Context: an optimization exercise on an open-source flow, tuned for small area, a short achievable clock period and few clock cycles per item. The choices shown serve that exercise and are no tape-out recipe.
In this exercise RTL edits were held to simulation tests only and were not proved equivalent to the original.
Power and IR drop assume default switching activity.

Setup of exp/xenon:
==> flow/design.v (excerpt) <==
module M_accelerator_wrapper (
    input  wire        clk_i,
    input  wire        rst_i,
    input  wire [6:0]  opcode_i,
    input  wire [2:0]  funct3_i,
    input  wire [6:0]  funct7_i,
    input  wire [31:0] op_A_i,
    input  wire [31:0] op_B_i,
    output wire [31:0] result_o,
    output wire        stall_o,
    output wire        division_by_zero_o
);
Size: ~160 flip-flops, roughly 120 I/O pins, ~31000 um^2 of cells after synthesis.
export LEC_CHECK = 0
export ABC_AREA = 1
export CAP_MARGIN = 20
export CORE_MARGIN = 2
export CORE_UTILIZATION = 45
export SETUP_SLACK_MARGIN = 5
export SLEW_MARGIN = 20
export TNS_END_PERCENT = 0
create_clock -name core_clock -period 10.0 [get_ports {clk_i}]
standard.sh (not shown) runs the stock make flow with config.mk's settings and CLKGATE_MAP_FILE= SYNTH_SCRIPT=/design/flow/synth_recipe.tcl, a recipe that flattens the netlist after the stock synthesis.
==> flow/flow/run.sh <==
#!/bin/bash
# The standard layout with two changes to how it is made: the port buffers
# are buf_2 instead of the slow delay buffer buffer_ports picks by default,
# and synthesis leaves adders to abc instead of mapping them to the
# library's full/half-adder cells (registers are untouched by either).
set -euo pipefail
bash standard.sh "BUFFER_PORTS_ARGS=-buffer_cell sky130_fd_sc_hd__buf_2" "ADDER_MAP_FILE=" finish > flow_standard.log 2>&1
exp/xenon: no failed stages, no open violations at the end
Testbench counts of exp/xenon, summed over its fixed seeds: cycles 11,867, ops 3,200.
Edits applied to the flow inputs when going from exp/xenon to exp/garnet:
Settings: GPL_ROUTABILITY_DRIVEN: unset -> 0; CORE_UTILIZATION: 45 -> 38.
[summary]
exp/garnet — clock-buffer cell count 3 higher, exp/xenon as reference. The area of all placed cells without fillers of exp/garnet and that of exp/xenon are within noise of each other. Looking at initial core utilization across exp/xenon and exp/garnet, the one that comes out higher is exp/xenon. exp/garnet and exp/xenon ended up with roughly the same number of hold violations in the final report. Setup slack: exp/garnet more than exp/xenon. Against exp/xenon, exp/garnet comes in 1.1 points lower on ratio of final minimum period to clock period. Max-cap check violation count essentially unchanged between exp/garnet and exp/xenon. Taking exp/xenon as the reference point, the reported leakage power of exp/garnet falls by 1.1%. Final wirelength: exp/garnet < exp/xenon. | worst setup slack for register-to-register paths | exp/garnet vs exp/xenon | 0.25 ns higher |. Between exp/xenon and exp/garnet, the count of cells along the worst register-to-register path is lower for exp/garnet.
### exp/garnet -> exp/zinc
Settings: CORE_UTILIZATION now 45, was 38.
--- outcome ---
Every stage of the flow completed for exp/garnet, and the final layout passed the timing, design-rule and antenna checks. exp/zinc: all stages complete, timing, DRC and antenna checks passed. Total wire length after detailed routing: exp/zinc > exp/garnet. Post-route non-filler standard cell count went down by a few percent going from exp/garnet to exp/zinc. exp/zinc ended with more non-clock buffer count than exp/garnet. exp/zinc vs exp/garnet on switching component of the power: exp/zinc is the higher one. The aggregate global-route resource usage number comes out lower for exp/garnet vs exp/zinc. exp/zinc has less setup slack than exp/garnet. The clock network fraction of design power was comparable across exp/zinc and exp/garnet. Diff exp/zinc..exp/garnet | final instance area | negligible.
Input changes introduced in exp/violet (baseline for comparison: exp/zinc):
Settings: GPL_ROUTABILITY_DRIVEN no longer set, was 0; CORE_UTILIZATION now 30, was 45.
### Flow results
Side by side, met3 global-route usage turned out lower in exp/violet than in exp/zinc.
exp/violet vs. exp/zinc: die boundary height went up by 59 um.
| number of design-rule violations left by the first detailed-router iteration | exp/violet vs exp/zinc | better |
Re total power draw: exp/violet and exp/zinc aren't equal, and the lower value belongs to exp/violet.
[inputs] exp/pepper vs exp/violet
Settings: CORE_UTILIZATION: 30 -> 45.
==> flow/flow/run.sh <==
#!/bin/bash
# The standard layout, with the port buffers made from buf_2 instead of the
# cell buffer_ports picks by default (a slow delay buffer on sky130hd).
set -euo pipefail
bash standard.sh "BUFFER_PORTS_ARGS=-buffer_cell sky130_fd_sc_hd__buf_2" finish > flow_standard.log 2>&1
==> notes.md <==
- The layout buffer count excluding clock buffers in exp/violet is 1.09 times that in exp/pepper.
- Comparing exp/pepper against exp/violet, there is no change at all in max-cap check violation count.
- Diff exp/violet -> exp/pepper: met1 track demand over resource increased by 17 points relative to the old numbers; total of clock buffers placed in the layout went up by 1; fraction of area in multi-input gates has increased; largest clock skew in the final design now sits higher; hold violation total from the final report flat.
- Data required time at the worst endpoint | exp/pepper above exp/violet
- exp/pepper has less setup slack than exp/violet.
- Compared with exp/violet, total power consumption of the routed design in exp/pepper increased by more than 10%.

Another version of the RTL of M_accelerator_wrapper (not shown whole).
For scale: ~5,500 cells after synthesis, about 160 flip-flops, roughly 120 I/O pins, roughly 0.030 mm² of cells after synthesis.
Design M_accelerator_wrapper, start of the top module:
module M_accelerator_wrapper (
    input  wire        clk_i,
    input  wire        rst_i,
    input  wire [6:0]  opcode_i,
    input  wire [2:0]  funct3_i,
    input  wire [6:0]  funct7_i,
    input  wire [31:0] op_A_i,
    input  wire [31:0] op_B_i,
    output wire [31:0] result_o,
    output wire        stall_o,
    output wire        division_by_zero_o
);
==> flow/config.mk <==
export PLATFORM = sky130hd
export DESIGN_NAME = M_accelerator_wrapper
export DESIGN_NICKNAME = M_accelerator_wrapper
export VERILOG_FILES = /design/flow/design.v
export SDC_FILE = /design/flow/constraint.sdc
export NUM_CORES = 4
export LEC_CHECK = 0
export ABC_AREA = 1
export CAP_MARGIN = 20
export CORE_MARGIN = 2
export CORE_UTILIZATION = 32
export SETUP_SLACK_MARGIN = 5
export SLEW_MARGIN = 20
export TNS_END_PERCENT = 0
==> flow/constraint.sdc <==
create_clock -name core_clock -period 10.0 [get_ports {clk_i}]
set_input_delay 2.0000 -clock core_clock [delete_from_list [all_inputs] [get_ports {clk_i}]]
set_output_delay 2.0000 -clock core_clock [all_outputs]
set_load 0.01 [all_outputs]
==> flow/flow/run.sh <==
#!/bin/bash
# The standard layout with two changes to how it is made: the port buffers
# are buf_2 instead of the slow delay buffer buffer_ports picks by default,
# and synthesis leaves adders to abc instead of mapping them to the
# library's full/half-adder cells (registers are untouched by either).
set -euo pipefail
bash standard.sh "BUFFER_PORTS_ARGS=-buffer_cell sky130_fd_sc_hd__buf_2" "ADDER_MAP_FILE=" finish > flow_standard.log 2>&1
Testbench counts at the start, summed over its fixed seeds: cycles 11,867, ops 3,200.
Change:
CORE_UTILIZATION = 26   (was 32)
Result:
- power stays flat
- routed wire length fell slightly
- design area rose by a few percent
- global-route usage fell by 6.5 points
- flip-flop and latch count does not change
- via count rose slightly
- sequential share of layout area fell by 0.29 points

M_accelerator_wrapper, a different RTL version from the one above (not shown whole).
For scale: about 4100 cells after synthesis, about 160 flip-flops, ~28000 um^2 of cells after synthesis.
## M_accelerator_wrapper
module M_accelerator_wrapper (
    input  wire        clk_i,
    input  wire        rst_i,
    input  wire [6:0]  opcode_i,
    input  wire [2:0]  funct3_i,
    input  wire [6:0]  funct7_i,
    input  wire [31:0] op_A_i,
    input  wire [31:0] op_B_i,
    output wire [31:0] result_o,
    output wire        stall_o,
    output wire        division_by_zero_o
);
Settings: LEC_CHECK=0, ABC_AREA=1, CAP_MARGIN=20, CORE_MARGIN=2, CORE_UTILIZATION=50, PLACE_DENSITY=0.7, SETUP_SLACK_MARGIN=5, SLEW_MARGIN=20, TNS_END_PERCENT=0; clock period 10.0 ns.
run.sh (not shown) runs the stock make flow with config.mk's settings and CLKGATE_MAP_FILE= SYNTH_SCRIPT=/design/flow/synth_recipe.tcl, a recipe that flattens the netlist after the stock synthesis.
Stock flow here: none of the scripts above is used.
Testbench counts at the start, summed over its fixed seeds: cycles 11,867, ops 3,200.
Change:
--- a/flow/config.mk
+++ b/flow/config.mk
@@ -11,2 +11 @@
-export CORE_UTILIZATION = 50
-export PLACE_DENSITY = 0.7
+export CORE_UTILIZATION = 45
The changed run produced a clean layout.
Register-to-register slack gains 0.36 ns.
Wire length came out higher by 5.7%.
Flip-flop and latch count does not change.
Utilization goes down by 4.9 points.
Setup slack gains 0.34 ns.
Final cell count grows by 1.7%.
Change:
--- a/flow/config.mk
+++ b/flow/config.mk
@@ -8 +7,0 @@
-export ABC_AREA = 1
@@ -14 +12,0 @@
-export TNS_END_PERCENT = 0
Effect: The new run finished with timing, DRC and antenna clean. Via count is higher by 0.39%. Global-route usage falls by 0.52 points. Cell area came out higher by 18%.
Change:
==> flow/flow/run.sh (new file) <==
#!/bin/bash
# The standard layout, with the port buffers made from buf_2 instead of the
# cell buffer_ports picks by default (a slow delay buffer on sky130hd).
set -euo pipefail
bash standard.sh "BUFFER_PORTS_ARGS=-buffer_cell sky130_fd_sc_hd__buf_2" finish > flow_standard.log 2>&1
==> flow/standard.sh (new file) <==
#!/bin/bash
# synth_recipe.tcl (not shown) runs the flow's synth.tcl, then flattens the netlist and writes it again
# the make line also repeats each setting of config.mk as NAME=value (left out here)
make -C /OpenROAD-flow-scripts/flow DESIGN_CONFIG=/design/flow/config.mk WORK_HOME=/design/flow/orfs CLKGATE_MAP_FILE= SYNTH_SCRIPT=/design/flow/synth_recipe.tcl "${@:-finish}"
--- a/flow/config.mk
+++ b/flow/config.mk
@@ -7,0 +8 @@
+export ABC_AREA = 1
@@ -12,0 +14 @@
+export TNS_END_PERCENT = 0
removed: flow/run.sh
Outcome:
- synthesized cell count is higher by roughly a tenth
- global-route usage is lower by 0.44 points
- count of clock-buffer cells in the layout does not change
- area after synthesis shrinks by a few percent
- via count shrinks slightly
Change:
==> flow/run.sh (new file) <==
#!/bin/bash
# synth_recipe.tcl (not shown) runs the flow's synth.tcl, then flattens the netlist and writes it again
# the make line also repeats each setting of config.mk as NAME=value (left out here)
make -C /OpenROAD-flow-scripts/flow DESIGN_CONFIG=/design/flow/config.mk WORK_HOME=/design/flow/orfs CLKGATE_MAP_FILE= SYNTH_SCRIPT=/design/flow/synth_recipe.tcl finish
--- a/flow/config.mk
+++ b/flow/config.mk
@@ -12 +12 @@
-export SETUP_SLACK_MARGIN = 5
+export SETUP_SLACK_MARGIN = 4
removed: flow/flow/run.sh
removed: flow/standard.sh
Effect:
- The changed run went through all stages and came out clean
- maximum frequency climbs by about 2.2%
- total power climbs by about 0.8%
- sequential share of layout area drops by 0.39 points
- worst hold slack is better by 0.10 ns
- via count climbs by 0.85%
- area after synthesis is unchanged
- wire length climbs by 0.42%
- cell count climbs by 0.36%
- utilization climbs by 1.4 points
- die area does not change
Change:
==> flow/flow/run.sh (new file) <==
#!/bin/bash
# The standard layout with two changes to how it is made: the port buffers
# are buf_2 instead of the slow delay buffer buffer_ports picks by default,
# and synthesis leaves adders to abc instead of mapping them to the
# library's full/half-adder cells (registers are untouched by either).
set -euo pipefail
bash standard.sh "BUFFER_PORTS_ARGS=-buffer_cell sky130_fd_sc_hd__buf_2" "ADDER_MAP_FILE=" finish > flow_standard.log 2>&1
==> flow/standard.sh (new file) <==
#!/bin/bash
# synth_recipe.tcl (not shown) runs the flow's synth.tcl, then flattens the netlist and writes it again
# the make line also repeats each setting of config.mk as NAME=value (left out here)
make -C /OpenROAD-flow-scripts/flow DESIGN_CONFIG=/design/flow/config.mk WORK_HOME=/design/flow/orfs CLKGATE_MAP_FILE= SYNTH_SCRIPT=/design/flow/synth_recipe.tcl "${@:-finish}"
--- a/flow/config.mk
+++ b/flow/config.mk
@@ -12 +12 @@
-export SETUP_SLACK_MARGIN = 4
+export SETUP_SLACK_MARGIN = 5
removed: flow/run.sh
Result: Sequential power increases by a few percent; clock-buffer cell count does not change; total power rises slightly; via count increases by a quarter to a third; design area grows by about a fifth; global-route usage came out higher by 6.6 points; non-clock buffer count climbs by 131; setup slack is better by 0.61 ns; die area goes up by roughly a tenth; maximum frequency grows by roughly a tenth; combinational power climbs by a few percent.

==> port drivers added, routing unchanged <==
Ports are ideal in the flow. The routed layouts listed here were re-timed in OpenROAD.
Step 1 assumes that a clkbuf_16 drives the clock port and a buf_2 every other input.
Step 2 times the ports against the registers' clock, not the clock port: input delays grow and output delays shrink by t, the midpoint of the rising clock arrivals with the driver on.
Three values: ideal ports, drivers, drivers and shift; two values: the first two.
run | shift t [ns] | setup slack, ns | worst slew at a driven data input, ns
exp/xenon | 0.530 | 4.283 / 4.295 / 3.765 | 0.08
exp/garnet | 0.545 | 4.391 / 4.439 / 3.894 | 0.12
exp/zinc | 0.532 | 4.269 / 4.282 / 3.750 | 0.08
exp/violet | 0.548 | 4.397 / 4.413 / 3.865 | 0.08
exp/pepper | 0.564 | 3.999 / 3.999 / 3.503 | 0.06
the first run of note 2 | 0.530 | 4.138 / 4.138 / 3.718 | 0.04
the second run of note 2 | 0.521 | 4.247 / 4.282 / 3.761 | 0.04
the first run of note 3 | 0.548 | 3.492 / 3.492 / 3.100 | 0.08
the second run of note 3 | 0.559 | 3.833 / 3.849 / 3.312 | 0.04
the third run of note 3 | 0.536 | 3.869 / 3.869 / 3.869 | 0.06
the fourth run of note 3 | 0.524 | 3.712 / 3.712 / 3.320 | 0.06
the fifth run of note 3 | 0.555 | 3.848 / 3.863 / 3.326 | 0.05
the sixth run of note 3 | 0.582 | 4.454 / 4.472 / 3.890 | 0.07
After both steps every run listed still meets setup and hold. The setup slack of the sixth run of note 3, which loses most, moves by +0.018 ns with the drivers and by -0.564 ns with both steps.
